Context: an optimization exercise on an open-source flow, tuned for small area. The choices shown serve that exercise and are no tape-out recipe. The RTL was checked by simulation tests, not by an equivalence proof against the original design. Power and IR drop assume default switching activity.

==> flow/config.mk <==
export PLATFORM = sky130hd
export DESIGN_NAME = mul16_top
export DESIGN_NICKNAME = mul16_top
export VERILOG_FILES = /design/flow/design.v
export SDC_FILE = /design/flow/constraint.sdc
export NUM_CORES = 4
export LEC_CHECK = 0
export ABC_AREA = 1
export CAP_MARGIN = 20
export CORE_MARGIN = 2
export CORE_UTILIZATION = 55
export CTS_BUF_LIST = sky130_fd_sc_hd__clkbuf_4 sky130_fd_sc_hd__clkbuf_8
export CTS_CLUSTER_SIZE = 16
export SLEW_MARGIN = 20
export SYNTH_HIERARCHICAL = 1
==> flow/constraint.sdc <==
create_clock -name core_clock -period 6.5 [get_ports {clk}]
set_input_delay 1.3000 -clock core_clock [delete_from_list [all_inputs] [get_ports {clk}]]
set_output_delay 1.3000 -clock core_clock [all_outputs]
set_load 0.01 [all_outputs]
==> flow/design.v <==
module half_adder(input wire a, input wire b, output wire s, output wire co);
    assign s  = a ^ b;
    assign co = a & b;
endmodule
module full_adder(input wire a, input wire b, input wire ci, output wire s, output wire co);
    assign s  = a ^ b ^ ci;
    assign co = (a & b) | (a & ci) | (b & ci);
endmodule
module booth_sel(input wire one, input wire two, input wire neg, input wire a, input wire am1, output wire x);
    assign x = ((one & a) | (two & am1)) ^ neg;
endmodule
module booth_sel1(input wire one, input wire neg, input wire a, output wire x);
    assign x = (one & a) ^ neg;
endmodule
module booth_selm(input wire one, input wire two, input wire neg, input wire a, output wire xn);
    assign xn = ~(((one | two) & a) ^ neg);
endmodule
module multi16x16(
    input   wire            a_signed,
    input   wire            b_signed,
    input   wire    [15:0]  mula,
    input   wire    [15:0]  mulb,
    output  wire    [31:0]  out
);
    wire a_top = a_signed & mula[15];
    wire b_top = b_signed & mulb[15];
    wire one0 = mulb[0];
    wire two0 = mulb[1] & ~mulb[0];
    wire neg0 = mulb[1];
    wire n1;
    assign n1 = (one0 & mula[0]) ^ neg0;
    wire n2;
    assign n2 = ((one0 & mula[1]) | (two0 & mula[0])) ^ neg0;
    wire n3;
    assign n3 = ((one0 & mula[2]) | (two0 & mula[1])) ^ neg0;
    wire n4;
    assign n4 = ((one0 & mula[3]) | (two0 & mula[2])) ^ neg0;
    wire n5;
    assign n5 = ((one0 & mula[4]) | (two0 & mula[3])) ^ neg0;
    wire n6;
    assign n6 = ((one0 & mula[5]) | (two0 & mula[4])) ^ neg0;
    wire n7;
    assign n7 = ((one0 & mula[6]) | (two0 & mula[5])) ^ neg0;
    wire n8;
    assign n8 = ((one0 & mula[7]) | (two0 & mula[6])) ^ neg0;
    wire n9;
    assign n9 = ((one0 & mula[8]) | (two0 & mula[7])) ^ neg0;
    wire n10;
    assign n10 = ((one0 & mula[9]) | (two0 & mula[8])) ^ neg0;
    wire n11;
    assign n11 = ((one0 & mula[10]) | (two0 & mula[9])) ^ neg0;
    wire n12;
    assign n12 = ((one0 & mula[11]) | (two0 & mula[10])) ^ neg0;
    wire n13;
    assign n13 = ((one0 & mula[12]) | (two0 & mula[11])) ^ neg0;
    wire n14;
    assign n14 = ((one0 & mula[13]) | (two0 & mula[12])) ^ neg0;
    wire n15;
    assign n15 = ((one0 & mula[14]) | (two0 & mula[13])) ^ neg0;
    wire n16;
    assign n16 = ((one0 & mula[15]) | (two0 & mula[14])) ^ neg0;
    wire n17;
    assign n17 = ((one0 & a_top) | (two0 & mula[15])) ^ neg0;
    wire n18;
    assign n18 = ~(((one0 | two0) & a_top) ^ neg0);
    wire one1 = mulb[2] ^ mulb[1];
    wire two1 = (mulb[3] & ~mulb[2] & ~mulb[1]) | (~mulb[3] & mulb[2] & mulb[1]);
    wire neg1 = mulb[3];
    wire n19;
    assign n19 = (one1 & mula[0]) ^ neg1;
    wire n20;
    assign n20 = ((one1 & mula[1]) | (two1 & mula[0])) ^ neg1;
    wire n21;
    assign n21 = ((one1 & mula[2]) | (two1 & mula[1])) ^ neg1;
    wire n22;
    assign n22 = ((one1 & mula[3]) | (two1 & mula[2])) ^ neg1;
    wire n23;
    assign n23 = ((one1 & mula[4]) | (two1 & mula[3])) ^ neg1;
    wire n24;
    assign n24 = ((one1 & mula[5]) | (two1 & mula[4])) ^ neg1;
    wire n25;
    assign n25 = ((one1 & mula[6]) | (two1 & mula[5])) ^ neg1;
    wire n26;
    assign n26 = ((one1 & mula[7]) | (two1 & mula[6])) ^ neg1;
    wire n27;
    assign n27 = ((one1 & mula[8]) | (two1 & mula[7])) ^ neg1;
    wire n28;
    assign n28 = ((one1 & mula[9]) | (two1 & mula[8])) ^ neg1;
    wire n29;
    assign n29 = ((one1 & mula[10]) | (two1 & mula[9])) ^ neg1;
    wire n30;
    assign n30 = ((one1 & mula[11]) | (two1 & mula[10])) ^ neg1;
    wire n31;
    assign n31 = ((one1 & mula[12]) | (two1 & mula[11])) ^ neg1;
    wire n32;
    assign n32 = ((one1 & mula[13]) | (two1 & mula[12])) ^ neg1;
    wire n33;
    assign n33 = ((one1 & mula[14]) | (two1 & mula[13])) ^ neg1;
    wire n34;
    assign n34 = ((one1 & mula[15]) | (two1 & mula[14])) ^ neg1;
    wire n35;
    assign n35 = ((one1 & a_top) | (two1 & mula[15])) ^ neg1;
    wire n36;
    assign n36 = ~(((one1 | two1) & a_top) ^ neg1);
    wire one2 = mulb[4] ^ mulb[3];
    wire two2 = (mulb[5] & ~mulb[4] & ~mulb[3]) | (~mulb[5] & mulb[4] & mulb[3]);
    wire neg2 = mulb[5];
    wire n37;
    assign n37 = (one2 & mula[0]) ^ neg2;
    wire n38;
    assign n38 = ((one2 & mula[1]) | (two2 & mula[0])) ^ neg2;
    wire n39;
    assign n39 = ((one2 & mula[2]) | (two2 & mula[1])) ^ neg2;
    wire n40;
    assign n40 = ((one2 & mula[3]) | (two2 & mula[2])) ^ neg2;
    wire n41;
    assign n41 = ((one2 & mula[4]) | (two2 & mula[3])) ^ neg2;
    wire n42;
    assign n42 = ((one2 & mula[5]) | (two2 & mula[4])) ^ neg2;
    wire n43;
    assign n43 = ((one2 & mula[6]) | (two2 & mula[5])) ^ neg2;
    wire n44;
    assign n44 = ((one2 & mula[7]) | (two2 & mula[6])) ^ neg2;
    wire n45;
    assign n45 = ((one2 & mula[8]) | (two2 & mula[7])) ^ neg2;
    wire n46;
    assign n46 = ((one2 & mula[9]) | (two2 & mula[8])) ^ neg2;
    wire n47;
    assign n47 = ((one2 & mula[10]) | (two2 & mula[9])) ^ neg2;
    wire n48;
    assign n48 = ((one2 & mula[11]) | (two2 & mula[10])) ^ neg2;
    wire n49;
    assign n49 = ((one2 & mula[12]) | (two2 & mula[11])) ^ neg2;
    wire n50;
    assign n50 = ((one2 & mula[13]) | (two2 & mula[12])) ^ neg2;
    wire n51;
    assign n51 = ((one2 & mula[14]) | (two2 & mula[13])) ^ neg2;
    wire n52;
    assign n52 = ((one2 & mula[15]) | (two2 & mula[14])) ^ neg2;
    wire n53;
    assign n53 = ((one2 & a_top) | (two2 & mula[15])) ^ neg2;
    wire n54;
    assign n54 = ~(((one2 | two2) & a_top) ^ neg2);
    wire one3 = mulb[6] ^ mulb[5];
    wire two3 = (mulb[7] & ~mulb[6] & ~mulb[5]) | (~mulb[7] & mulb[6] & mulb[5]);
    wire neg3 = mulb[7];
    wire n55;
    assign n55 = (one3 & mula[0]) ^ neg3;
    wire n56;
    assign n56 = ((one3 & mula[1]) | (two3 & mula[0])) ^ neg3;
    wire n57;
    assign n57 = ((one3 & mula[2]) | (two3 & mula[1])) ^ neg3;
    wire n58;
    assign n58 = ((one3 & mula[3]) | (two3 & mula[2])) ^ neg3;
    wire n59;
    assign n59 = ((one3 & mula[4]) | (two3 & mula[3])) ^ neg3;
    wire n60;
    assign n60 = ((one3 & mula[5]) | (two3 & mula[4])) ^ neg3;
    wire n61;
    assign n61 = ((one3 & mula[6]) | (two3 & mula[5])) ^ neg3;
    wire n62;
    assign n62 = ((one3 & mula[7]) | (two3 & mula[6])) ^ neg3;
    wire n63;
    assign n63 = ((one3 & mula[8]) | (two3 & mula[7])) ^ neg3;
    wire n64;
    assign n64 = ((one3 & mula[9]) | (two3 & mula[8])) ^ neg3;
    wire n65;
    assign n65 = ((one3 & mula[10]) | (two3 & mula[9])) ^ neg3;
    wire n66;
    assign n66 = ((one3 & mula[11]) | (two3 & mula[10])) ^ neg3;
    wire n67;
    assign n67 = ((one3 & mula[12]) | (two3 & mula[11])) ^ neg3;
    wire n68;
    assign n68 = ((one3 & mula[13]) | (two3 & mula[12])) ^ neg3;
    wire n69;
    assign n69 = ((one3 & mula[14]) | (two3 & mula[13])) ^ neg3;
    wire n70;
    assign n70 = ((one3 & mula[15]) | (two3 & mula[14])) ^ neg3;
    wire n71;
    assign n71 = ((one3 & a_top) | (two3 & mula[15])) ^ neg3;
    wire n72;
    assign n72 = ~(((one3 | two3) & a_top) ^ neg3);
    wire one4 = mulb[8] ^ mulb[7];
    wire two4 = (mulb[9] & ~mulb[8] & ~mulb[7]) | (~mulb[9] & mulb[8] & mulb[7]);
    wire neg4 = mulb[9];
    wire n73;
    assign n73 = (one4 & mula[0]) ^ neg4;
    wire n74;
    assign n74 = ((one4 & mula[1]) | (two4 & mula[0])) ^ neg4;
    wire n75;
    assign n75 = ((one4 & mula[2]) | (two4 & mula[1])) ^ neg4;
    wire n76;
    assign n76 = ((one4 & mula[3]) | (two4 & mula[2])) ^ neg4;
    wire n77;
    assign n77 = ((one4 & mula[4]) | (two4 & mula[3])) ^ neg4;
    wire n78;
    assign n78 = ((one4 & mula[5]) | (two4 & mula[4])) ^ neg4;
    wire n79;
    assign n79 = ((one4 & mula[6]) | (two4 & mula[5])) ^ neg4;
    wire n80;
    assign n80 = ((one4 & mula[7]) | (two4 & mula[6])) ^ neg4;
    wire n81;
    assign n81 = ((one4 & mula[8]) | (two4 & mula[7])) ^ neg4;
    wire n82;
    assign n82 = ((one4 & mula[9]) | (two4 & mula[8])) ^ neg4;
    wire n83;
    assign n83 = ((one4 & mula[10]) | (two4 & mula[9])) ^ neg4;
    wire n84;
    assign n84 = ((one4 & mula[11]) | (two4 & mula[10])) ^ neg4;
    wire n85;
    assign n85 = ((one4 & mula[12]) | (two4 & mula[11])) ^ neg4;
    wire n86;
    assign n86 = ((one4 & mula[13]) | (two4 & mula[12])) ^ neg4;
    wire n87;
    assign n87 = ((one4 & mula[14]) | (two4 & mula[13])) ^ neg4;
    wire n88;
    assign n88 = ((one4 & mula[15]) | (two4 & mula[14])) ^ neg4;
    wire n89;
    assign n89 = ((one4 & a_top) | (two4 & mula[15])) ^ neg4;
    wire n90;
    assign n90 = ~(((one4 | two4) & a_top) ^ neg4);
    wire one5 = mulb[10] ^ mulb[9];
    wire two5 = (mulb[11] & ~mulb[10] & ~mulb[9]) | (~mulb[11] & mulb[10] & mulb[9]);
    wire neg5 = mulb[11];
    wire n91;
    assign n91 = (one5 & mula[0]) ^ neg5;
    wire n92;
    assign n92 = ((one5 & mula[1]) | (two5 & mula[0])) ^ neg5;
    wire n93;
    assign n93 = ((one5 & mula[2]) | (two5 & mula[1])) ^ neg5;
    wire n94;
    assign n94 = ((one5 & mula[3]) | (two5 & mula[2])) ^ neg5;
    wire n95;
    assign n95 = ((one5 & mula[4]) | (two5 & mula[3])) ^ neg5;
    wire n96;
    assign n96 = ((one5 & mula[5]) | (two5 & mula[4])) ^ neg5;
    wire n97;
    assign n97 = ((one5 & mula[6]) | (two5 & mula[5])) ^ neg5;
    wire n98;
    assign n98 = ((one5 & mula[7]) | (two5 & mula[6])) ^ neg5;
    wire n99;
    assign n99 = ((one5 & mula[8]) | (two5 & mula[7])) ^ neg5;
    wire n100;
    assign n100 = ((one5 & mula[9]) | (two5 & mula[8])) ^ neg5;
    wire n101;
    assign n101 = ((one5 & mula[10]) | (two5 & mula[9])) ^ neg5;
    wire n102;
    assign n102 = ((one5 & mula[11]) | (two5 & mula[10])) ^ neg5;
    wire n103;
    assign n103 = ((one5 & mula[12]) | (two5 & mula[11])) ^ neg5;
    wire n104;
    assign n104 = ((one5 & mula[13]) | (two5 & mula[12])) ^ neg5;
    wire n105;
    assign n105 = ((one5 & mula[14]) | (two5 & mula[13])) ^ neg5;
    wire n106;
    assign n106 = ((one5 & mula[15]) | (two5 & mula[14])) ^ neg5;
    wire n107;
    assign n107 = ((one5 & a_top) | (two5 & mula[15])) ^ neg5;
    wire n108;
    assign n108 = ~(((one5 | two5) & a_top) ^ neg5);
    wire one6 = mulb[12] ^ mulb[11];
    wire two6 = (mulb[13] & ~mulb[12] & ~mulb[11]) | (~mulb[13] & mulb[12] & mulb[11]);
    wire neg6 = mulb[13];
    wire n109;
    assign n109 = (one6 & mula[0]) ^ neg6;
    wire n110;
    assign n110 = ((one6 & mula[1]) | (two6 & mula[0])) ^ neg6;
    wire n111;
    assign n111 = ((one6 & mula[2]) | (two6 & mula[1])) ^ neg6;
    wire n112;
    assign n112 = ((one6 & mula[3]) | (two6 & mula[2])) ^ neg6;
    wire n113;
    assign n113 = ((one6 & mula[4]) | (two6 & mula[3])) ^ neg6;
    wire n114;
    assign n114 = ((one6 & mula[5]) | (two6 & mula[4])) ^ neg6;
    wire n115;
    assign n115 = ((one6 & mula[6]) | (two6 & mula[5])) ^ neg6;
    wire n116;
    assign n116 = ((one6 & mula[7]) | (two6 & mula[6])) ^ neg6;
    wire n117;
    assign n117 = ((one6 & mula[8]) | (two6 & mula[7])) ^ neg6;
    wire n118;
    assign n118 = ((one6 & mula[9]) | (two6 & mula[8])) ^ neg6;
    wire n119;
    assign n119 = ((one6 & mula[10]) | (two6 & mula[9])) ^ neg6;
    wire n120;
    assign n120 = ((one6 & mula[11]) | (two6 & mula[10])) ^ neg6;
    wire n121;
    assign n121 = ((one6 & mula[12]) | (two6 & mula[11])) ^ neg6;
    wire n122;
    assign n122 = ((one6 & mula[13]) | (two6 & mula[12])) ^ neg6;
    wire n123;
    assign n123 = ((one6 & mula[14]) | (two6 & mula[13])) ^ neg6;
    wire n124;
    assign n124 = ((one6 & mula[15]) | (two6 & mula[14])) ^ neg6;
    wire n125;
    assign n125 = ((one6 & a_top) | (two6 & mula[15])) ^ neg6;
    wire n126;
    assign n126 = ~(((one6 | two6) & a_top) ^ neg6);
    wire one7 = mulb[14] ^ mulb[13];
    wire two7 = (mulb[15] & ~mulb[14] & ~mulb[13]) | (~mulb[15] & mulb[14] & mulb[13]);
    wire neg7 = mulb[15];
    wire n127;
    assign n127 = (one7 & mula[0]) ^ neg7;
    wire n128;
    assign n128 = ((one7 & mula[1]) | (two7 & mula[0])) ^ neg7;
    wire n129;
    assign n129 = ((one7 & mula[2]) | (two7 & mula[1])) ^ neg7;
    wire n130;
    assign n130 = ((one7 & mula[3]) | (two7 & mula[2])) ^ neg7;
    wire n131;
    assign n131 = ((one7 & mula[4]) | (two7 & mula[3])) ^ neg7;
    wire n132;
    assign n132 = ((one7 & mula[5]) | (two7 & mula[4])) ^ neg7;
    wire n133;
    assign n133 = ((one7 & mula[6]) | (two7 & mula[5])) ^ neg7;
    wire n134;
    assign n134 = ((one7 & mula[7]) | (two7 & mula[6])) ^ neg7;
    wire n135;
    assign n135 = ((one7 & mula[8]) | (two7 & mula[7])) ^ neg7;
    wire n136;
    assign n136 = ((one7 & mula[9]) | (two7 & mula[8])) ^ neg7;
    wire n137;
    assign n137 = ((one7 & mula[10]) | (two7 & mula[9])) ^ neg7;
    wire n138;
    assign n138 = ((one7 & mula[11]) | (two7 & mula[10])) ^ neg7;
    wire n139;
    assign n139 = ((one7 & mula[12]) | (two7 & mula[11])) ^ neg7;
    wire n140;
    assign n140 = ((one7 & mula[13]) | (two7 & mula[12])) ^ neg7;
    wire n141;
    assign n141 = ((one7 & mula[14]) | (two7 & mula[13])) ^ neg7;
    wire n142;
    assign n142 = ((one7 & mula[15]) | (two7 & mula[14])) ^ neg7;
    wire n143;
    assign n143 = ((one7 & a_top) | (two7 & mula[15])) ^ neg7;
    wire n144;
    assign n144 = ~(((one7 | two7) & a_top) ^ neg7);
    wire one8 = b_top ^ mulb[15];
    wire neg8 = b_top;
    wire n145;
    assign n145 = (one8 & mula[0]) ^ neg8;
    wire n146;
    assign n146 = (one8 & mula[1]) ^ neg8;
    wire n147;
    assign n147 = (one8 & mula[2]) ^ neg8;
    wire n148;
    assign n148 = (one8 & mula[3]) ^ neg8;
    wire n149;
    assign n149 = (one8 & mula[4]) ^ neg8;
    wire n150;
    assign n150 = (one8 & mula[5]) ^ neg8;
    wire n151;
    assign n151 = (one8 & mula[6]) ^ neg8;
    wire n152;
    assign n152 = (one8 & mula[7]) ^ neg8;
    wire n153;
    assign n153 = (one8 & mula[8]) ^ neg8;
    wire n154;
    assign n154 = (one8 & mula[9]) ^ neg8;
    wire n155;
    assign n155 = (one8 & mula[10]) ^ neg8;
    wire n156;
    assign n156 = (one8 & mula[11]) ^ neg8;
    wire n157;
    assign n157 = (one8 & mula[12]) ^ neg8;
    wire n158;
    assign n158 = (one8 & mula[13]) ^ neg8;
    wire n159;
    assign n159 = (one8 & mula[14]) ^ neg8;
    wire n160;
    assign n160 = (one8 & mula[15]) ^ neg8;
    wire n161, n162;
    half_adder ha1 (.a(neg0), .b(n1), .s(n161), .co(n162));
    wire n163, n164;
    half_adder ha2 (.a(n2), .b(n162), .s(n163), .co(n164));
    wire n165, n166;
    full_adder fa1 (.a(neg1), .b(n3), .ci(n19), .s(n165), .co(n166));
    wire n167, n168;
    half_adder ha3 (.a(n164), .b(n165), .s(n167), .co(n168));
    wire n169, n170;
    full_adder fa2 (.a(n4), .b(n20), .ci(n166), .s(n169), .co(n170));
    wire n171, n172;
    half_adder ha4 (.a(n168), .b(n169), .s(n171), .co(n172));
    wire n173, n174;
    full_adder fa3 (.a(neg2), .b(n5), .ci(n21), .s(n173), .co(n174));
    wire n175, n176;
    full_adder fa4 (.a(n37), .b(n173), .ci(n170), .s(n175), .co(n176));
    wire n177, n178;
    half_adder ha5 (.a(n172), .b(n175), .s(n177), .co(n178));
    wire n179, n180;
    full_adder fa5 (.a(n6), .b(n22), .ci(n38), .s(n179), .co(n180));
    wire n181, n182;
    full_adder fa6 (.a(n174), .b(n179), .ci(n176), .s(n181), .co(n182));
    wire n183, n184;
    half_adder ha6 (.a(n178), .b(n181), .s(n183), .co(n184));
    wire n185, n186;
    full_adder fa7 (.a(neg3), .b(n7), .ci(n23), .s(n185), .co(n186));
    wire n187, n188;
    full_adder fa8 (.a(n39), .b(n55), .ci(n180), .s(n187), .co(n188));
    wire n189, n190;
    full_adder fa9 (.a(n185), .b(n187), .ci(n182), .s(n189), .co(n190));
    wire n191, n192;
    full_adder fa10 (.a(n8), .b(n24), .ci(n40), .s(n191), .co(n192));
    wire n193, n194;
    full_adder fa11 (.a(n56), .b(n186), .ci(n191), .s(n193), .co(n194));
    wire n195, n196;
    full_adder fa12 (.a(n188), .b(n193), .ci(n190), .s(n195), .co(n196));
    wire n197, n198;
    full_adder fa13 (.a(neg4), .b(n9), .ci(n25), .s(n197), .co(n198));
    wire n199, n200;
    full_adder fa14 (.a(n41), .b(n57), .ci(n73), .s(n199), .co(n200));
    wire n201, n202;
    full_adder fa15 (.a(n192), .b(n197), .ci(n199), .s(n201), .co(n202));
    wire n203, n204;
    half_adder ha7 (.a(n194), .b(n201), .s(n203), .co(n204));
    wire n205, n206;
    full_adder fa16 (.a(n10), .b(n26), .ci(n42), .s(n205), .co(n206));
    wire n207, n208;
    full_adder fa17 (.a(n58), .b(n74), .ci(n198), .s(n207), .co(n208));
    wire n209, n210;
    full_adder fa18 (.a(n200), .b(n205), .ci(n207), .s(n209), .co(n210));
    wire n211, n212;
    full_adder fa19 (.a(n202), .b(n209), .ci(n204), .s(n211), .co(n212));
    wire n213, n214;
    full_adder fa20 (.a(neg5), .b(n11), .ci(n27), .s(n213), .co(n214));
    wire n215, n216;
    full_adder fa21 (.a(n43), .b(n59), .ci(n75), .s(n215), .co(n216));
    wire n217, n218;
    full_adder fa22 (.a(n91), .b(n206), .ci(n213), .s(n217), .co(n218));
    wire n219, n220;
    full_adder fa23 (.a(n215), .b(n208), .ci(n217), .s(n219), .co(n220));
    wire n221, n222;
    full_adder fa24 (.a(n210), .b(n219), .ci(n212), .s(n221), .co(n222));
    wire n223, n224;
    full_adder fa25 (.a(n12), .b(n28), .ci(n44), .s(n223), .co(n224));
    wire n225, n226;
    full_adder fa26 (.a(n60), .b(n76), .ci(n92), .s(n225), .co(n226));
    wire n227, n228;
    full_adder fa27 (.a(n214), .b(n216), .ci(n223), .s(n227), .co(n228));
    wire n229, n230;
    full_adder fa28 (.a(n225), .b(n218), .ci(n227), .s(n229), .co(n230));
    wire n231, n232;
    full_adder fa29 (.a(n220), .b(n229), .ci(n222), .s(n231), .co(n232));
    wire n233, n234;
    full_adder fa30 (.a(neg6), .b(n13), .ci(n29), .s(n233), .co(n234));
    wire n235, n236;
    full_adder fa31 (.a(n45), .b(n61), .ci(n77), .s(n235), .co(n236));
    wire n237, n238;
    full_adder fa32 (.a(n93), .b(n109), .ci(n224), .s(n237), .co(n238));
    wire n239, n240;
    full_adder fa33 (.a(n226), .b(n233), .ci(n235), .s(n239), .co(n240));
    wire n241, n242;
    full_adder fa34 (.a(n237), .b(n228), .ci(n239), .s(n241), .co(n242));
    wire n243, n244;
    half_adder ha8 (.a(n230), .b(n241), .s(n243), .co(n244));
    wire n245, n246;
    full_adder fa35 (.a(n14), .b(n30), .ci(n46), .s(n245), .co(n246));
    wire n247, n248;
    full_adder fa36 (.a(n62), .b(n78), .ci(n94), .s(n247), .co(n248));
    wire n249, n250;
    full_adder fa37 (.a(n110), .b(n234), .ci(n236), .s(n249), .co(n250));
    wire n251, n252;
    full_adder fa38 (.a(n245), .b(n247), .ci(n238), .s(n251), .co(n252));
    wire n253, n254;
    full_adder fa39 (.a(n240), .b(n249), .ci(n251), .s(n253), .co(n254));
    wire n255, n256;
    full_adder fa40 (.a(n242), .b(n253), .ci(n244), .s(n255), .co(n256));
    wire n257, n258;
    full_adder fa41 (.a(neg7), .b(n15), .ci(n31), .s(n257), .co(n258));
    wire n259, n260;
    full_adder fa42 (.a(n47), .b(n63), .ci(n79), .s(n259), .co(n260));
    wire n261, n262;
    full_adder fa43 (.a(n95), .b(n111), .ci(n127), .s(n261), .co(n262));
    wire n263, n264;
    full_adder fa44 (.a(n246), .b(n248), .ci(n257), .s(n263), .co(n264));
    wire n265, n266;
    full_adder fa45 (.a(n259), .b(n261), .ci(n250), .s(n265), .co(n266));
    wire n267, n268;
    full_adder fa46 (.a(n263), .b(n252), .ci(n265), .s(n267), .co(n268));
    wire n269, n270;
    full_adder fa47 (.a(n254), .b(n267), .ci(n256), .s(n269), .co(n270));
    wire n271, n272;
    full_adder fa48 (.a(n16), .b(n32), .ci(n48), .s(n271), .co(n272));
    wire n273, n274;
    full_adder fa49 (.a(n64), .b(n80), .ci(n96), .s(n273), .co(n274));
    wire n275, n276;
    full_adder fa50 (.a(n112), .b(n128), .ci(n258), .s(n275), .co(n276));
    wire n277, n278;
    full_adder fa51 (.a(n260), .b(n262), .ci(n271), .s(n277), .co(n278));
    wire n279, n280;
    full_adder fa52 (.a(n273), .b(n275), .ci(n264), .s(n279), .co(n280));
    wire n281, n282;
    full_adder fa53 (.a(n277), .b(n266), .ci(n279), .s(n281), .co(n282));
    wire n283, n284;
    half_adder ha9 (.a(n268), .b(n281), .s(n283), .co(n284));
    wire n285, n286;
    full_adder fa54 (.a(neg8), .b(n17), .ci(n33), .s(n285), .co(n286));
    wire n287, n288;
    full_adder fa55 (.a(n49), .b(n65), .ci(n81), .s(n287), .co(n288));
    wire n289, n290;
    full_adder fa56 (.a(n97), .b(n113), .ci(n129), .s(n289), .co(n290));
    wire n291, n292;
    full_adder fa57 (.a(n145), .b(n272), .ci(n274), .s(n291), .co(n292));
    wire n293, n294;
    full_adder fa58 (.a(n285), .b(n287), .ci(n289), .s(n293), .co(n294));
    wire n295, n296;
    full_adder fa59 (.a(n276), .b(n278), .ci(n291), .s(n295), .co(n296));
    wire n297, n298;
    full_adder fa60 (.a(n293), .b(n280), .ci(n295), .s(n297), .co(n298));
    wire n299, n300;
    full_adder fa61 (.a(n282), .b(n297), .ci(n284), .s(n299), .co(n300));
    wire n301 = ~n18;
    wire n302, n303;
    full_adder fa62 (.a(n34), .b(n50), .ci(n66), .s(n302), .co(n303));
    wire n304, n305;
    full_adder fa63 (.a(n82), .b(n98), .ci(n114), .s(n304), .co(n305));
    wire n306, n307;
    full_adder fa64 (.a(n130), .b(n146), .ci(n301), .s(n306), .co(n307));
    wire n308, n309;
    full_adder fa65 (.a(n286), .b(n288), .ci(n290), .s(n308), .co(n309));
    wire n310, n311;
    full_adder fa66 (.a(n302), .b(n304), .ci(n306), .s(n310), .co(n311));
    wire n312, n313;
    full_adder fa67 (.a(n292), .b(n294), .ci(n308), .s(n312), .co(n313));
    wire n314, n315;
    full_adder fa68 (.a(n310), .b(n296), .ci(n312), .s(n314), .co(n315));
    wire n316, n317;
    half_adder ha10 (.a(n298), .b(n314), .s(n316), .co(n317));
    wire n318 = ~n35;
    wire n319, n320;
    full_adder fa69 (.a(n51), .b(n67), .ci(n83), .s(n319), .co(n320));
    wire n321, n322;
    full_adder fa70 (.a(n99), .b(n115), .ci(n131), .s(n321), .co(n322));
    wire n323, n324;
    full_adder fa71 (.a(n147), .b(n18), .ci(n318), .s(n323), .co(n324));
    wire n325, n326;
    full_adder fa72 (.a(n303), .b(n305), .ci(n307), .s(n325), .co(n326));
    wire n327, n328;
    full_adder fa73 (.a(n319), .b(n321), .ci(n323), .s(n327), .co(n328));
    wire n329, n330;
    full_adder fa74 (.a(n309), .b(n311), .ci(n325), .s(n329), .co(n330));
    wire n331, n332;
    full_adder fa75 (.a(n327), .b(n313), .ci(n329), .s(n331), .co(n332));
    wire n333, n334;
    full_adder fa76 (.a(n315), .b(n331), .ci(n317), .s(n333), .co(n334));
    wire n335, n336;
    full_adder fa77 (.a(n36), .b(n52), .ci(n68), .s(n335), .co(n336));
    wire n337, n338;
    full_adder fa78 (.a(n84), .b(n100), .ci(n116), .s(n337), .co(n338));
    wire n339, n340;
    full_adder fa79 (.a(n132), .b(n148), .ci(n35), .s(n339), .co(n340));
    wire n341, n342;
    full_adder fa80 (.a(n320), .b(n322), .ci(n324), .s(n341), .co(n342));
    wire n343, n344;
    full_adder fa81 (.a(n335), .b(n337), .ci(n339), .s(n343), .co(n344));
    wire n345, n346;
    full_adder fa82 (.a(n326), .b(n328), .ci(n341), .s(n345), .co(n346));
    wire n347, n348;
    full_adder fa83 (.a(n343), .b(n330), .ci(n345), .s(n347), .co(n348));
    wire n349, n350;
    half_adder ha11 (.a(n332), .b(n347), .s(n349), .co(n350));
    wire n351 = ~n53;
    wire n352, n353;
    full_adder fa84 (.a(n69), .b(n85), .ci(n101), .s(n352), .co(n353));
    wire n354, n355;
    full_adder fa85 (.a(n117), .b(n133), .ci(n149), .s(n354), .co(n355));
    wire n356, n357;
    full_adder fa86 (.a(n351), .b(n336), .ci(n338), .s(n356), .co(n357));
    wire n358, n359;
    full_adder fa87 (.a(n340), .b(n352), .ci(n354), .s(n358), .co(n359));
    wire n360, n361;
    full_adder fa88 (.a(n342), .b(n344), .ci(n356), .s(n360), .co(n361));
    wire n362, n363;
    full_adder fa89 (.a(n358), .b(n346), .ci(n360), .s(n362), .co(n363));
    wire n364, n365;
    full_adder fa90 (.a(n348), .b(n362), .ci(n350), .s(n364), .co(n365));
    wire n366, n367;
    full_adder fa91 (.a(n54), .b(n70), .ci(n86), .s(n366), .co(n367));
    wire n368, n369;
    full_adder fa92 (.a(n102), .b(n118), .ci(n134), .s(n368), .co(n369));
    wire n370, n371;
    full_adder fa93 (.a(n150), .b(n53), .ci(n353), .s(n370), .co(n371));
    wire n372, n373;
    full_adder fa94 (.a(n355), .b(n366), .ci(n368), .s(n372), .co(n373));
    wire n374, n375;
    full_adder fa95 (.a(n357), .b(n370), .ci(n359), .s(n374), .co(n375));
    wire n376, n377;
    full_adder fa96 (.a(n372), .b(n361), .ci(n374), .s(n376), .co(n377));
    wire n378, n379;
    half_adder ha12 (.a(n363), .b(n376), .s(n378), .co(n379));
    wire n380 = ~n71;
    wire n381, n382;
    full_adder fa97 (.a(n87), .b(n103), .ci(n119), .s(n381), .co(n382));
    wire n383, n384;
    full_adder fa98 (.a(n135), .b(n151), .ci(n380), .s(n383), .co(n384));
    wire n385, n386;
    full_adder fa99 (.a(n367), .b(n369), .ci(n381), .s(n385), .co(n386));
    wire n387, n388;
    full_adder fa100 (.a(n383), .b(n371), .ci(n373), .s(n387), .co(n388));
    wire n389, n390;
    full_adder fa101 (.a(n385), .b(n375), .ci(n387), .s(n389), .co(n390));
    wire n391, n392;
    full_adder fa102 (.a(n377), .b(n389), .ci(n379), .s(n391), .co(n392));
    wire n393, n394;
    full_adder fa103 (.a(n72), .b(n88), .ci(n104), .s(n393), .co(n394));
    wire n395, n396;
    full_adder fa104 (.a(n120), .b(n136), .ci(n152), .s(n395), .co(n396));
    wire n397, n398;
    full_adder fa105 (.a(n71), .b(n382), .ci(n384), .s(n397), .co(n398));
    wire n399, n400;
    full_adder fa106 (.a(n393), .b(n395), .ci(n386), .s(n399), .co(n400));
    wire n401, n402;
    full_adder fa107 (.a(n397), .b(n388), .ci(n399), .s(n401), .co(n402));
    wire n403, n404;
    half_adder ha13 (.a(n390), .b(n401), .s(n403), .co(n404));
    wire n405 = ~n89;
    wire n406, n407;
    full_adder fa108 (.a(n105), .b(n121), .ci(n137), .s(n406), .co(n407));
    wire n408, n409;
    full_adder fa109 (.a(n153), .b(n405), .ci(n394), .s(n408), .co(n409));
    wire n410, n411;
    full_adder fa110 (.a(n396), .b(n406), .ci(n398), .s(n410), .co(n411));
    wire n412, n413;
    full_adder fa111 (.a(n408), .b(n410), .ci(n400), .s(n412), .co(n413));
    wire n414, n415;
    full_adder fa112 (.a(n402), .b(n412), .ci(n404), .s(n414), .co(n415));
    wire n416, n417;
    full_adder fa113 (.a(n90), .b(n106), .ci(n122), .s(n416), .co(n417));
    wire n418, n419;
    full_adder fa114 (.a(n138), .b(n154), .ci(n89), .s(n418), .co(n419));
    wire n420, n421;
    full_adder fa115 (.a(n407), .b(n416), .ci(n418), .s(n420), .co(n421));
    wire n422, n423;
    full_adder fa116 (.a(n409), .b(n420), .ci(n411), .s(n422), .co(n423));
    wire n424, n425;
    half_adder ha14 (.a(n422), .b(n413), .s(n424), .co(n425));
    wire n426 = ~n107;
    wire n427, n428;
    full_adder fa117 (.a(n123), .b(n139), .ci(n155), .s(n427), .co(n428));
    wire n429, n430;
    full_adder fa118 (.a(n426), .b(n417), .ci(n419), .s(n429), .co(n430));
    wire n431, n432;
    full_adder fa119 (.a(n427), .b(n421), .ci(n429), .s(n431), .co(n432));
    wire n433, n434;
    full_adder fa120 (.a(n431), .b(n423), .ci(n425), .s(n433), .co(n434));
    wire n435, n436;
    full_adder fa121 (.a(n108), .b(n124), .ci(n140), .s(n435), .co(n436));
    wire n437, n438;
    full_adder fa122 (.a(n156), .b(n107), .ci(n428), .s(n437), .co(n438));
    wire n439, n440;
    full_adder fa123 (.a(n435), .b(n430), .ci(n437), .s(n439), .co(n440));
    wire n441, n442;
    half_adder ha15 (.a(n432), .b(n439), .s(n441), .co(n442));
    wire n443 = ~n125;
    wire n444, n445;
    full_adder fa124 (.a(n141), .b(n157), .ci(n443), .s(n444), .co(n445));
    wire n446, n447;
    full_adder fa125 (.a(n436), .b(n444), .ci(n438), .s(n446), .co(n447));
    wire n448, n449;
    full_adder fa126 (.a(n440), .b(n446), .ci(n442), .s(n448), .co(n449));
    wire n450, n451;
    full_adder fa127 (.a(n126), .b(n142), .ci(n158), .s(n450), .co(n451));
    wire n452, n453;
    full_adder fa128 (.a(n125), .b(n445), .ci(n450), .s(n452), .co(n453));
    wire n454, n455;
    full_adder fa129 (.a(n452), .b(n447), .ci(n449), .s(n454), .co(n455));
    wire n456 = ~n143;
    wire n457, n458;
    full_adder fa130 (.a(n159), .b(n456), .ci(n451), .s(n457), .co(n458));
    wire n459, n460;
    half_adder ha16 (.a(n457), .b(n453), .s(n459), .co(n460));
    wire n461, n462;
    full_adder fa131 (.a(n144), .b(n160), .ci(n143), .s(n461), .co(n462));
    wire n463, n464;
    full_adder fa132 (.a(n461), .b(n458), .ci(n460), .s(n463), .co(n464));
    wire n465, n466;
    half_adder ha17 (.a(n184), .b(n189), .s(n465), .co(n466));
    wire n467, n468;
    half_adder ha18 (.a(n196), .b(n203), .s(n467), .co(n468));
    wire n469, n470;
    half_adder ha19 (.a(n232), .b(n243), .s(n469), .co(n470));
    wire n471, n472;
    half_adder ha20 (.a(n270), .b(n283), .s(n471), .co(n472));
    wire n473, n474;
    half_adder ha21 (.a(n300), .b(n316), .s(n473), .co(n474));
    wire n475, n476;
    half_adder ha22 (.a(n334), .b(n349), .s(n475), .co(n476));
    wire n477, n478;
    half_adder ha23 (.a(n365), .b(n378), .s(n477), .co(n478));
    wire n479, n480;
    half_adder ha24 (.a(n392), .b(n403), .s(n479), .co(n480));
    wire n481, n482;
    half_adder ha25 (.a(n415), .b(n424), .s(n481), .co(n482));
    wire n483, n484;
    half_adder ha26 (.a(n434), .b(n441), .s(n483), .co(n484));
    wire n485, n486;
    half_adder ha27 (.a(n455), .b(n459), .s(n485), .co(n486));
    wire n487 = n195 & n466;
    wire n488 = n195 & n465;
    wire n489 = n211 & n468;
    wire n490 = n211 & n467;
    wire n491 = n231 & n221;
    wire n492 = n255 & n470;
    wire n493 = n255 & n469;
    wire n494 = n471 & n269;
    wire n495 = n473 & n299;
    wire n496 = n475 & n333;
    wire n497 = n477 & n364;
    wire n498 = n479 & n391;
    wire n499 = n481 & n414;
    wire n500 = n483 & n433;
    wire n501 = n454 & n448;
    wire n502 = n463 & n486;
    wire n503 = n463 & n485;
    wire n504 = n489 | (n490 & n487);
    wire n505 = n490 & n488;
    wire n506 = n493 & n491;
    wire n507 = n474 | (n495 & n472);
    wire n508 = n495 & n494;
    wire n509 = n478 | (n497 & n476);
    wire n510 = n497 & n496;
    wire n511 = n482 | (n499 & n480);
    wire n512 = n499 & n498;
    wire n513 = n501 & n484;
    wire n514 = n501 & n500;
    wire n515 = n492 | (n506 & n504);
    wire n516 = n506 & n505;
    wire n517 = n509 | (n510 & n507);
    wire n518 = n510 & n508;
    wire n519 = n513 | (n514 & n511);
    wire n520 = n514 & n512;
    wire n521 = n517 | (n518 & n515);
    wire n522 = n518 & n516;
    wire n523 = n519 | (n520 & n521);
    wire n524 = n520 & n522;
    wire n525 = n507 | (n508 & n515);
    wire n526 = n508 & n516;
    wire n527 = n511 | (n512 & n521);
    wire n528 = n512 & n522;
    wire n529 = n491 & n504;
    wire n530 = n491 & n505;
    wire n531 = n472 | (n494 & n515);
    wire n532 = n494 & n516;
    wire n533 = n476 | (n496 & n525);
    wire n534 = n496 & n526;
    wire n535 = n480 | (n498 & n521);
    wire n536 = n498 & n522;
    wire n537 = n484 | (n500 & n527);
    wire n538 = n500 & n528;
    wire n539 = n502 | (n503 & n523);
    wire n540 = n503 & n524;
    wire n541 = n468 | (n467 & n487);
    wire n542 = n467 & n488;
    wire n543 = n221 & n504;
    wire n544 = n221 & n505;
    wire n545 = n470 | (n469 & n529);
    wire n546 = n469 & n530;
    wire n547 = n269 & n515;
    wire n548 = n269 & n516;
    wire n549 = n299 & n531;
    wire n550 = n299 & n532;
    wire n551 = n333 & n525;
    wire n552 = n333 & n526;
    wire n553 = n364 & n533;
    wire n554 = n364 & n534;
    wire n555 = n391 & n521;
    wire n556 = n391 & n522;
    wire n557 = n414 & n535;
    wire n558 = n414 & n536;
    wire n559 = n433 & n527;
    wire n560 = n433 & n528;
    wire n561 = n448 & n537;
    wire n562 = n448 & n538;
    wire n563 = n486 | (n485 & n523);
    wire n564 = n485 & n524;
    wire n565 = n195 ^ n466;
    wire n566 = n467 ^ n487;
    wire n567 = n211 ^ n541;
    wire n568 = n221 ^ n504;
    wire n569 = n231 ^ n543;
    wire n570 = n469 ^ n529;
    wire n571 = n255 ^ n545;
    wire n572 = n269 ^ n515;
    wire n573 = n471 ^ n547;
    wire n574 = n299 ^ n531;
    wire n575 = n473 ^ n549;
    wire n576 = n333 ^ n525;
    wire n577 = n475 ^ n551;
    wire n578 = n364 ^ n533;
    wire n579 = n477 ^ n553;
    wire n580 = n391 ^ n521;
    wire n581 = n479 ^ n555;
    wire n582 = n414 ^ n535;
    wire n583 = n481 ^ n557;
    wire n584 = n433 ^ n527;
    wire n585 = n483 ^ n559;
    wire n586 = n448 ^ n537;
    wire n587 = n454 ^ n561;
    wire n588 = n485 ^ n523;
    wire n589 = n463 ^ n563;
    assign out[0] = n161;  
    assign out[1] = n163;  
    assign out[2] = n167;  
    assign out[3] = n171;  
    assign out[4] = n177;  
    assign out[5] = n183;  
    assign out[6] = n465;  
    assign out[7] = n565;  
    assign out[8] = n566;  
    assign out[9] = n567;  
    assign out[10] = n568;  
    assign out[11] = n569;  
    assign out[12] = n570;  
    assign out[13] = n571;  
    assign out[14] = n572;  
    assign out[15] = n573;  
    assign out[16] = n574;  
    assign out[17] = n575;  
    assign out[18] = n576;  
    assign out[19] = n577;  
    assign out[20] = n578;  
    assign out[21] = n579;  
    assign out[22] = n580;  
    assign out[23] = n581;  
    assign out[24] = n582;  
    assign out[25] = n583;  
    assign out[26] = n584;  
    assign out[27] = n585;  
    assign out[28] = n586;  
    assign out[29] = n587;  
    assign out[30] = n588;  
    assign out[31] = n589;  
endmodule
module mul16_top(
    input   wire            clk,
    input   wire            a_signed,
    input   wire            b_signed,
    input   wire    [15:0]  mula,
    input   wire    [15:0]  mulb,
    output  reg     [31:0]  p
);
reg             a_signed_q, b_signed_q;
reg     [15:0]  mula_q, mulb_q;
wire    [31:0]  prod;
always @(posedge clk) begin
    a_signed_q <= a_signed;
    b_signed_q <= b_signed;
    mula_q     <= mula;
    mulb_q     <= mulb;
    p          <= prod;
end
multi16x16 mult(
    .a_signed(a_signed_q),
    .b_signed(b_signed_q),
    .mula(mula_q),
    .mulb(mulb_q),
    .out(prod)
);
endmodule
==> flow/flow/run.sh <==
#!/bin/bash
# Standard ORFS layout (the standard.sh, unchanged synthesis), except:
#  - the port buffers inserted before global placement are the smallest buffer
#    cell instead of the resizer's default choice;
#  - clock tree synthesis does not add dummy loads to balance the tree;
#  - after global routing, gates off the critical paths are downsized
#    (ORFS RECOVER_POWER step).
# Full make/tool output goes to standard.log; ORFS keeps each step's own log
# under orfs/logs/.
set -euo pipefail
export BUFFER_PORTS_ARGS="-buffer_cell sky130_fd_sc_hd__buf_1"
export CTS_ARGS="-sink_clustering_enable -repair_clock_nets -dont_use_dummy_load -sink_clustering_size 16 -buf_list {sky130_fd_sc_hd__clkbuf_4 sky130_fd_sc_hd__clkbuf_8}"
export RECOVER_POWER=100
bash standard.sh > standard.log 2>&1
==> flow/standard.sh <==
#!/bin/bash
# synth_recipe.tcl (not shown) runs the flow's synth.tcl, then flattens the netlist and writes it again
# the make line also repeats each setting of config.mk as NAME=value (left out here)
make -C /OpenROAD-flow-scripts/flow DESIGN_CONFIG=/design/flow/config.mk WORK_HOME=/design/flow/orfs CLKGATE_MAP_FILE= SYNTH_SCRIPT=/design/flow/synth_recipe.tcl "${@:-finish}"
==> results of run 1 <==
==> per-module statistics from Yosys (local to each module, per instance) <==
module	cells inside	times used	area, sq um
multi16x16	559	1	3710
half_adder	1	27	12.5
mul16_top	66	1	1320
full_adder	1	132	20.0
==> placed cells by master (no fill, tap or decap), drive strengths merged <==
cell type	Yosys	routed
xor2	135	135
fa	132	132
o22ai	114	114
nand2	82	82
buf	78	75
dfxtp	66	66
ha	40	40
inv	38	38
nor2	27	27
a21oi	23	23
o221ai	13	13
clkbuf	5	9
a31oi	7	7
or2	7	7
o21ai	4	4
nand3	4	4
xnor2	3	3
o21bai	2	2
clkinv	1	1
a22oi	1	1
nand4	1	1
a31o	1	1
==> worst reg2reg max path: cells and delay by family, from the launching register on <==
kind	cells	cell delay (ns)
XOR/XNOR	2	0.38
buffers and inverters	1	0.05
flip-flops	1	0.49
adder cells (fa/ha/maj)	8	3.05
AND/OR/NAND/NOR	9	1.32
AO/OA/AOI/OAI	2	0.49
==> through the flow <==
step / power, uW / instance area (sq um) / util [%] / setup WS [ns]
floorplan: 5610 / 8010 / - / 1.40
global placement: 4940 / 8000 / 55.7 / 0.826
detailed placement: 5030 / 8000 / 55.7 / 0.671
CTS: 5370 / 8120 / 56.5 / 0.635
global route: 6080 / 8110 / 56.5 / 0.201
finish: 5250 / 8110 / 56.5 / 0.580
==> worst max path at each step <==
stage,cells past startpoint,end,start,slack (ns)
final,22,p[31],mulb_q[1],0.58
after global routing,21,p[31],mulb_q[0],0.20
after CTS,21,p[31],mulb_q[0],0.63
after detailed placement,21,p[31],mulb_q[0],0.67
after global placement,21,p[31],mulb_q[0],0.83
after floorplan,25,p[31],mulb_q[1],1.40
==> metal layers <==
| metal | global-route usage (%) | routed length, um | up-vias |
|---|---|---|---|
| met5 | 0 | 0 | - |
| met1 | 35.2 | 8480 | 2834 |
| li1 | - | - | 2606 |
| met2 | 41.9 | 9060 | 197 |
| met4 | 5.49 | 250 | 0 |
| met3 | 5.88 | 1240 | 25 |
==> report_power, final <==
group | total [uW] | leakage (uW) | switching, uW | internal (uW)
combinational | 4300 | 0.00283 | 2380 | 1920
clock | 275 | 0.0000647 | 151 | 123
sequential | 671 | 0.000557 | 33.9 | 637
total | 5250 | 0.00345 | 2560 | 2680
==> sequential cells by signal, indices dropped and copies added, names as in the netlist <==
signal / flops
p: 32
a_signed_q: 1
b_signed_q: 1
mulb_q: 16
mula_q: 16
==> synth_stat cells (23+ instances only) <==
master     n  area, sq um
buf_2     24          120
fa_1     132         2640
xor2_1   135         1180
ha_1      40          500
nor2_1    27          101
o22ai_1  101          632
buf_4     39          293
nand2_1   73          274
a21oi_1   23          115
dfxtp_1   66         1320
inv_1     37          139
==> final cells by class <==
cell class | instances | share of cell area, %
Inverter | 39 | 1.80
Clock buffer | 9 | 1.53
Tap cell | 184 | 2.84
Timing Repair Buffer | 75 | 3.89
Sequential cell | 66 | 16.3
Multi-Input combinational cell | 596 | 73.7
==> cell families after synthesis <==
group | Yosys count | share of synthesized area (%)
AND/OR/NAND/NOR | 121 | 6.42
XOR/XNOR | 138 | 15.1
buffers and inverters | 122 | 8.77
AO/OA/AOI/OAI | 165 | 14.0
adder cells (fa/ha/maj) | 172 | 39.2
flip-flops | 66 | 16.5
==> impl_metrics.json, run 1 <==
{
  "status": "no timing/DRC/antenna violations",
  "cp_common_cell": "fa_1",
  "cp.required_ns": 6.75,
  "synth_edf_count": 0,
  "cp_max_fo": 17,
  "critPathArrivalTime_ns": 6.17,
  "cts.sinks": 66,
  "ys.flop_type": "dfxtp_1",
  "areaGrowthSynthToFinish_pct": 1.31,
  "cts_made_buffers": 9,
  "drt_pass1_iterations": 5,
  "regToRegSetupSlack_ns": 0.58,
  "placement_rows": 44,
  "grt_max_degree": 22,
  "clk_pin_slew_worst_paths_ns": 0.08,
  "fmaxAchievable_mhz": 169,
  "crit_slowest_cell": "fa_1",
  "power.density_nw_per_um2": 647,
  "cts_max_path_buffers": 2,
  "clk_latency_ns": 0.37,
  "core_sq_um": 14400,
  "min_from": "mula_q[0]",
  "dieArea_sq_um": 15500,
  "syn_area_sq_um": 8010,
  "rsz0062_at_grt": "no",
  "slew-limit-headroom_pct": 38.8,
  "whs_endpoint": "p[1]",
  "wl_um": 19000,
  "leakagePower_uw": 0.00345,
  "finClkSkew_ns": 0.0222,
  "io_pins": 67,
  "postCtsHoldBufs": 0,
  "numPortBuffers": 66,
  "instances_no_fill": 969,
  "drt_iter0_drc": 377,
  "post_cts_resized": 0,
  "post-cts-setup-buffer-count": 0,
  "drv_slew": 0,
  "antenna_found_initial": 0,
  "synth.distinct_cells": 30,
  "critPathKind": "flip-flop to flip-flop",
  "synth_fp_nets": 991,
  "grt_pass1_vias": 5940,
  "yosysWarningCount": 7,
  "placed_cells": 960,
  "critPathBufInv": 1,
  "crit_family": "adder cells",
  "r2r_start": "mulb_q[1]",
  "synthArstFlopShare_pct": 0,
  "worstHoldPathCells": 2,
  "drc": 0,
  "whs_ns": 0.660,
  "holdCritPathClass": "flip-flop to flip-flop",
  "synth_cells": 784,
  "hold_viol_final": 0,
  "min_period_ns": 5.92,
  "maxCapViolCount": 0,
  "yosysSeqAreaShare_pct": 16.5,
  "ff_latch_area_sq_um": 1320,
  "fin_crit_sh_pct": 91.1,
  "r2r_cells": 22,
  "worst_pin_slew_ns": 0.915,
  "cpPeakStageDelay_ns": 0.54,
  "dpl.hpwl_um": 14400,
  "cts_tree": "built",
  "htreeDepth": 3,
  "grt_pass1_wl_um": 31300,
  "insertedDiodeCount": 0,
  "worst_setup_path_start_kind": "flip-flop",
  "vdd_ir_drop_max_mv": 0.540,
  "gp_congestion": 0.894,
  "grt-ovfl-total": 0,
  "start_util_pct": 55.7,
  "final_nets": 994,
  "multiInputGateArea_sq_um": 5980,
  "vias": 5662,
  "wl_per_cell_um": 19.6,
  "drive_gt1_share_pct": 5.22,
  "via_per_inst": 5.84,
  "r2r_end": "p[31]",
  "grt_usage_pct": 25.6,
  "crit_chain": "or2_4 > nand2_1 > o22ai_1 > xor2_1 > fa_1 > fa_1 > fa_1 > fa_1 > ha_1 > fa_1 > ha_1 > nand2_1 > nor2_1 > inv_1 > nor2_1 > nand2_1 > nand2_1 > nand3_1 > o21ai_0 > ha_1 > nor2_1 > xnor2_1",
  "fin_setup_tns_ns": 0,
  "setup_viol": 0,
  "cts-root-buf": "clkbuf_8",
  "fill_cells": 1300,
  "end_kind": "flip-flop",
  "synth_seq_cells": 66,
  "die_h_um": 125,
  "syn_area_per_cell_sq_um": 10.2,
  "antenna_left": 0,
  "fp.dieW_um": 125
}
==> run 2: changes to the inputs <==
==> flow/flow/run.sh (replaced) <==
#!/bin/bash
# Standard ORFS layout (the standard.sh, unchanged synthesis), except:
#  - the port buffers inserted before global placement are the smallest buffer
#    cell instead of the resizer's default choice;
#  - clock tree synthesis uses clkbuf_4 for the root and the leaves and does
#    not add dummy loads to balance the tree.
# Full make/tool output goes to standard.log; ORFS keeps each step's own log
# under orfs/logs/.
set -euo pipefail
export BUFFER_PORTS_ARGS="-buffer_cell sky130_fd_sc_hd__buf_1"
export CTS_ARGS="-sink_clustering_enable -repair_clock_nets -dont_use_dummy_load -sink_clustering_size 12 -sink_buffer_max_cap_derate 0.5 -root_buf sky130_fd_sc_hd__clkbuf_4 -buf_list {sky130_fd_sc_hd__clkbuf_4}"
bash standard.sh > standard.log 2>&1
==> run 2 against run 1 <==
Against the previous run:
- critical endpoint unchanged
- routed wire length barely moved
- largest cell class unchanged
- register-to-register slack improved by 0.04 ns
- clock skew rose by 0.010 ns
- cell count rose by 0.21%
==> impl_metrics.json, run 2 <==
{
  "status": "no timing/DRC/antenna violations",
  "leakagePower_uw": 0.00343,
  "netlist_top_cells_count": "135 x xor2_1, 132 x fa_1, 101 x o22ai_1",
  "yosys.area_share.simple_pct": 6.42,
  "rsz0062_at_grt": "no",
  "yosysTopAreaCell": "fa_1",
  "final_nets": 994,
  "gp_congestion": 0.894,
  "drc": 0,
  "power.density_nw_per_um2": 643,
  "largest_reg_flops": 32,
  "placement_rows": 44,
  "slew-limit-headroom_pct": 39.5,
  "worst_setup_path_start_kind": "flip-flop",
  "synth_cells": 784,
  "clk_latency_ns": 0.45,
  "yosysSeqAreaShare_pct": 16.5,
  "start_util_pct": 55.7,
  "die_h_um": 125,
  "end_kind": "flip-flop",
  "ys.flop_type": "dfxtp_1",
  "reg_top3": "p: 32 flops, mula_q: 16 flops, mulb_q: 16 flops",
  "placed_cells": 960,
  "finClkSkew_ns": 0.0324,
  "post-cts-setup-buffer-count": 0,
  "min_period_ns": 5.88,
  "worst_pin_slew_ns": 0.905,
  "fin_crit_sh_pct": 90.4,
  "synth_top_family_by_area": "adder cells",
  "yosysWarningCount": 7,
  "netlist_top_cells_area": "fa_1 33%, dfxtp_1 17%, xor2_1 15%",
  "post-route-util_pct": 56.2,
  "synthArstFlopShare_pct": 0,
  "grt_max_degree": 22,
  "cp_max_fo": 15,
  "synth.distinct_cells": 30,
  "synth_xor_area_share_pct": 15.1,
  "cts_made_buffers": 9,
  "io_pins": 67,
  "dieArea_sq_um": 15500,
  "top_register": "p",
  "antenna_found_initial": 2,
  "antenna_left": 0,
  "grt_usage_pct": 25.7,
  "synth-compound-area-share_pct": 14.0,
  "vdd_ir_drop_max_mv": 0.523,
  "synth_seq_cells": 66,
  "fin_ws_ns": 0.621,
  "cts.sinks": 66,
  "drt_iter0_drc": 352,
  "clk_pin_slew_worst_paths_ns": 0.12,
  "synth.most_common_cell": "xor2_1",
  "wl_um": 19000,
  "cts-root-buf": "clkbuf_4",
  "vias": 5632,
  "via_per_inst": 5.80,
  "htreeDepth": 3,
  "areaGrowthSynthToFinish_pct": 0.781,
  "hold_viol_final": 0,
  "fmaxAchievable_mhz": 170,
  "drive_gt1_share_pct": 5.48,
  "core_sq_um": 14400,
  "maxCapViolCount": 0,
  "critPathKind": "flip-flop to flip-flop",
  "numPortBuffers": 66,
  "wl_per_cell_um": 19.6,
  "critPathArrivalTime_ns": 6.21,
  "drt_pass1_iterations": 5,
  "post_cts_resized": 0,
  "holdCritPathClass": "flip-flop to flip-flop",
  "synth_fa_ha_area_share_pct": 39.3,
  "grt-ovfl-total": 0,
  "drv_slew": 0,
  "postCtsHoldBufs": 0,
  "cp.required_ns": 6.83,
  "grt_pass1_wl_um": 31300,
  "setup_viol": 0,
  "cts_max_path_buffers": 2,
  "cts_tree": "built",
  "dpl.hpwl_um": 14400,
  "p_total_uw": 5190,
  "synth_fp_nets": 991,
  "layout_commonest_cell": "xor2_1",
  "synth_edf_count": 0,
  "syn_area_per_cell_sq_um": 10.2,
  "fp.dieW_um": 125,
  "fin_setup_tns_ns": 0,
  "grt_pass1_vias": 5930,
  "instances_no_fill": 971,
  "final_cell_mix": "135 x xor2_1, 132 x fa_1, 101 x o22ai_1, 73 x nand2_1",
  "synth_mux_area_share_pct": 0,
  "synth_top_cell_area_share_pct": 33.0,
  "syn_area_sq_um": 8010,
  "place_ws_ns": 0.671
}
==> run 2: metal layers <==
layer	vias to the layer above	GRT usage, %	wire (um)
met2	187	41.8	9080
met1	2812	35.0	8500
li1	2613	-	-
met3	20	6.53	1200
met4	0	5.29	252
met5	-	0	0
==> run 2: worst paths after layout <==
check / start / depth (start not counted) / endpoint / slack (ns)
max: mulb_q[0] / 21 / p[31] / 0.62
min reg2reg: mula_q[0] / 2 / p[1] / 0.67
max reg2reg: mulb_q[0] / 21 / p[31] / 0.62
min: mula_q[0] / 2 / p[1] / 0.67
==> run 2: layout make-up <==
cell class | instances | area, sq um
fill | 1307 | 6300
multi-input combinational | 596 | 5980
sequential | 66 | 1320
timing repair buffer | 75 | 315
tap | 184 | 230
inverter | 39 | 146
clock buffer | 9 | 67.6
antenna | 2 | 5.00
==> run 2: metrics by stage <==
step / instance area, sq um / hold WS [ns]
2_1_floorplan: 8010 / 0.568
3_3_place_gp: 8000 / 0.640
3_5_place_dp: 8000 / 0.633
4_1_cts: 8070 / 0.669
5_1_grt: 8070 / 0.702
6_report: 8070 / 0.667
==> run 2: Yosys stat by module, one instance, submodules excluded <==
module | flops+latches | copies in the design | cell area [sq um]
mul16_top | 66 | 1 | 1320
full_adder | 0 | 132 | 20.0
half_adder | 0 | 27 | 12.5
multi16x16 | 0 | 1 | 3710
==> run 2: cells by family (layout without fill, tap and decap cells) <==
| group | after synthesis | in the layout |
|---|---|---|
| flops | 66 | 66 |
| xor+xnor | 138 | 138 |
| buf+inv | 122 | 123 |
| compound gates | 165 | 165 |
| fa+ha+maj | 172 | 172 |
| simple gates | 121 | 121 |
| other cells | 0 | 2 |
==> run 2: power breakdown <==
group / total, uW / switching, uW / internal (uW) / leakage (uW)
clock network: 203 / 139 / 64.1 / 0.0000414
logic: 4320 / 2390 / 1930 / 0.00283
registers: 670 / 34.0 / 636 / 0.000557
total: 5190 / 2560 / 2630 / 0.00343
==> run 2: worst max-delay path, stage by stage, from the launching register on <==
cell and delay [ns]:
dfxtp_1 0.46, inv_1 0.08, nor2_1 0.69, o21ai_0 0.48, fa_1 0.60, fa_1 0.42
fa_1 0.53, fa_1 0.42, ha_1 0.20, fa_1 0.37, ha_1 0.32, nand2_1 0.07
nor2_1 0.11, inv_1 0.05, nor2_1 0.08, nand2_1 0.06, nand2_1 0.19, nand3_1 0.10
o21ai_0 0.13, ha_1 0.21, nor2_1 0.05, xnor2_1 0.11
==> run 3: changes to the inputs <==
--- a/flow/flow/run.sh
+++ b/flow/flow/run.sh
@@ -9,4 +9,4 @@
 set -euo pipefail
 export BUFFER_PORTS_ARGS="-buffer_cell sky130_fd_sc_hd__buf_1"
-export CTS_ARGS="-sink_clustering_enable -repair_clock_nets -dont_use_dummy_load -sink_clustering_size 12 -sink_buffer_max_cap_derate 0.5 -root_buf sky130_fd_sc_hd__clkbuf_4 -buf_list {sky130_fd_sc_hd__clkbuf_4}"
+export CTS_ARGS="-sink_clustering_enable -repair_clock_nets -dont_use_dummy_load -sink_clustering_size 12 -root_buf sky130_fd_sc_hd__clkbuf_4 -buf_list {sky130_fd_sc_hd__clkbuf_4}"
 bash standard.sh > standard.log 2>&1
==> run 3 against run 2 <==
Against the previous run:
- worst hold slack stayed put
- worst setup slack stayed put
- critical path type unchanged
- maximum frequency stayed put
- combinational power hardly changed
- cell count stayed put
- synthesized area stayed put
- utilization stayed put
- power stayed put
- first-iteration DRC count stayed put
- still clean on timing, DRC and antenna
- largest power group unchanged
- highest routed layer unchanged
- final area stayed put
- global-route usage stayed put
- synthesized cell count stayed put
==> impl_metrics.json, run 3 <==
{
  "r2r_start": "mulb_q[0]",
  "regToRegSetupSlack_ns": 0.62,
  "yosysSeqAreaShare_pct": 16.5,
  "power.density_nw_per_um2": 643,
  "crit_slowest_cell": "nor2_1",
  "hold_viol_final": 0,
  "fin_ws_ns": 0.621,
  "critPathArrivalTime_ns": 6.21,
  "r2r_cells": 21,
  "synthArstFlopShare_pct": 0,
  "post_cts_resized": 0,
  "setup_viol": 0,
  "slew-limit-headroom_pct": 39.5,
  "areaGrowthSynthToFinish_pct": 0.781,
  "io_pins": 67,
  "gp_congestion": 0.894,
  "status": "no timing/DRC/antenna violations",
  "grt_pass1_vias": 5930,
  "drt_iter0_drc": 352,
  "cts_tree": "built",
  "synth_top_cell_area_share_pct": 33.0,
  "antenna_found_initial": 2,
  "fp.dieW_um": 125,
  "synth.distinct_cells": 30,
  "netlist_top_cells_area": "fa_1 33%, dfxtp_1 17%, xor2_1 15%",
  "end_kind": "flip-flop",
  "via_per_inst": 5.80,
  "fin_setup_tns_ns": 0,
  "wl_um": 19000,
  "place_ws_ns": 0.671,
  "synth_fp_nets": 991,
  "synth.most_common_cell": "xor2_1",
  "postCtsHoldBufs": 0,
  "cts-root-buf": "clkbuf_4",
  "vias": 5632,
  "synth_seq_cells": 66,
  "yosysTopAreaCell": "fa_1",
  "numPortBuffers": 66,
  "wl_per_cell_um": 19.6,
  "drt_pass1_iterations": 5,
  "yosysWarningCount": 7,
  "fmaxAchievable_mhz": 170,
  "rsz0062_at_grt": "no",
  "final_cell_mix": "135 x xor2_1, 132 x fa_1, 101 x o22ai_1, 73 x nand2_1",
  "dieArea_sq_um": 15500,
  "syn_area_per_cell_sq_um": 10.2,
  "cts_made_buffers": 9,
  "htreeDepth": 3,
  "cts_max_path_buffers": 2,
  "grt_max_degree": 22,
  "critPathLaunch": "mulb_q[0]",
  "placement_rows": 44,
  "drv_slew": 0,
  "final_nets": 994,
  "crit_family": "adder cells",
  "largest_reg_flops": 32,
  "maxCapViolCount": 0,
  "crit_chain": "inv_1 > nor2_1 > o21ai_0 > fa_1 > fa_1 > fa_1 > fa_1 > ha_1 > fa_1 > ha_1 > nand2_1 > nor2_1 > inv_1 > nor2_1 > nand2_1 > nand2_1 > nand3_1 > o21ai_0 > ha_1 > nor2_1 > xnor2_1",
  "vdd_ir_drop_max_mv": 0.523,
  "min_period_ns": 5.88,
  "reg_top3": "p: 32 flops, mula_q: 16 flops, mulb_q: 16 flops",
  "clk_pin_slew_worst_paths_ns": 0.12,
  "synth_edf_count": 0,
  "grt_usage_pct": 25.7,
  "cp.required_ns": 6.83,
  "worstHoldPathCells": 2,
  "cpPeakStageDelay_ns": 0.69,
  "dpl.hpwl_um": 14400,
  "drc": 0,
  "finClkSkew_ns": 0.0324,
  "ys.flop_type": "dfxtp_1",
  "core_sq_um": 14400,
  "worst_pin_slew_ns": 0.905,
  "start_util_pct": 55.7,
  "syn_area_sq_um": 8010,
  "layout_commonest_cell": "xor2_1",
  "fill_cells": 1307,
  "post-cts-setup-buffer-count": 0,
  "grt-ovfl-total": 0,
  "synth_cells": 784,
  "p_total_uw": 5190,
  "grt_pass1_wl_um": 31300,
  "fin_crit_sh_pct": 90.4,
  "critPathKind": "flip-flop to flip-flop",
  "min_from": "mula_q[0]",
  "worst_setup_path_start_kind": "flip-flop",
  "drive_gt1_share_pct": 5.48,
  "holdCritPathClass": "flip-flop to flip-flop",
  "critPathBufInv": 2,
  "whs_endpoint": "p[1]",
  "antenna_left": 0,
  "clk_latency_ns": 0.45,
  "netlist_top_cells_count": "135 x xor2_1, 132 x fa_1, 101 x o22ai_1",
  "top_register": "p",
  "cp_max_fo": 15,
  "leakagePower_uw": 0.00343,
  "cp_common_cell": "fa_1",
  "r2r_end": "p[31]",
  "cts.sinks": 66,
  "die_h_um": 125
}
[run 3: cell counts in the layout (fill, tap and decap cells not counted)]
Identical to the previous run, type by type.
[run 3: modules after synthesis (local to each module, per instance)]
| module | cell area, sq um | cells | times used | flip-flops and latches |
|---|---|---|---|---|
| full_adder | 20.0 | 1 | 132 | 0 |
| half_adder | 12.5 | 1 | 27 | 0 |
| mul16_top | 1320 | 66 | 1 | 66 |
| multi16x16 | 3710 | 559 | 1 | 0 |
[run 3: where the power goes]
part           total (uW)  switching, uW  leakage (uW)  internal [uW]
combinational        4320           2390       0.00283           1930
clock                 203            139     0.0000414           64.1
sequential            670           34.0      0.000557            636
total                5190           2560       0.00343           2630
[run 3: how the worst max path moves through the flow]
stage            end  slack, ns  cells past startpoint
3_3_place_gp   p[31]       0.83                     21
5_1_grt        p[31]       0.18                     21
3_5_place_dp   p[31]       0.67                     21
4_1_cts        p[31]       0.62                     21
6_report       p[31]       0.62                     21
2_1_floorplan  p[31]       1.40                     25
[run 3: cell families (layout without fill, tap and decap cells)]
| kind of cell | count (synthesis) | count (layout) | share of synthesized area, % |
|---|---|---|---|
| xor+xnor | 138 | 138 | 15.1 |
| buf+inv | 122 | 123 | 8.77 |
| flops | 66 | 66 | 16.5 |
| fa+ha+maj | 172 | 172 | 39.2 |
| simple gates | 121 | 121 | 6.42 |
| other cells | 0 | 2 | 0 |
| compound gates | 165 | 165 | 14.0 |
[run 3: layer usage]
layer  up-vias  GRT usage, %  part of all wire [%]
met5         -             0                     0
met1      2812          35.0                    45
li1       2613             -                     -
met3        20          6.53                   6.3
met2       187          41.8                    48
met4         0          5.29                   1.3
[run 3: area by class of cell]
class	count	area (sq um)	area share (%)
Multi-Input combinational cell	596	5980	74.2
Sequential cell	66	1320	16.4
Timing Repair Buffer	75	315	3.91
Tap cell	184	230	2.85
Inverter	39	146	1.81
Clock buffer	9	67.6	0.837
Antenna cell	2	5.00	0.0620
[run 3: through the flow]
step / utilization (%) / hold WS (ns) / instance area, sq um / cells
2_1_floorplan: - / 0.568 / 8010 / 784
3_3_place_gp: 55.7 / 0.640 / 8000 / 960
3_5_place_dp: 55.7 / 0.633 / 8000 / 960
4_1_cts: 56.1 / 0.669 / 8070 / 969
5_1_grt: 56.2 / 0.702 / 8070 / 971
6_report: 56.2 / 0.667 / 8070 / 971
[run 3: worst register-to-register path, delay by kind of cell (launching register included)]
family          cells  cell delay (ns)
simple gates        8             1.36
flops               1             0.46
xor+xnor            1             0.11
compound gates      2             0.62
fa+ha+maj           8             3.07
buf+inv             2             0.13

[afterwards: timing with drivers on the ports]
No port has a modelled driver above. Below, the same layouts with a new extraction and two added sets of constraints.
Step 1 (the two cells are an assumption about what drives the block):
set clk [get_ports {clk}]
set_driving_cell -lib_cell sky130_fd_sc_hd__clkbuf_16 $clk
set_driving_cell -lib_cell sky130_fd_sc_hd__buf_2 [delete_from_list [all_inputs] $clk]
Step 2 times the ports against the registers' clock, not the clock port: input delays grow and output delays shrink by t, the midpoint of the rising clock arrivals with the driver on.
a / b / c = ideal / step 1 / step 2; a / b = the first two.
run | shift t [ns] | slack for setup (ns) | worst setup path after step 2
run 1 | 0.401 | 0.580 / 0.580 / 0.580 | register to register
run 2 | 0.476 | 0.621 / 0.621 / 0.621 | register to register
run 3 | 0.476 | 0.621 / 0.621 / 0.621 | register to register
After both steps every run listed still meets setup and hold.
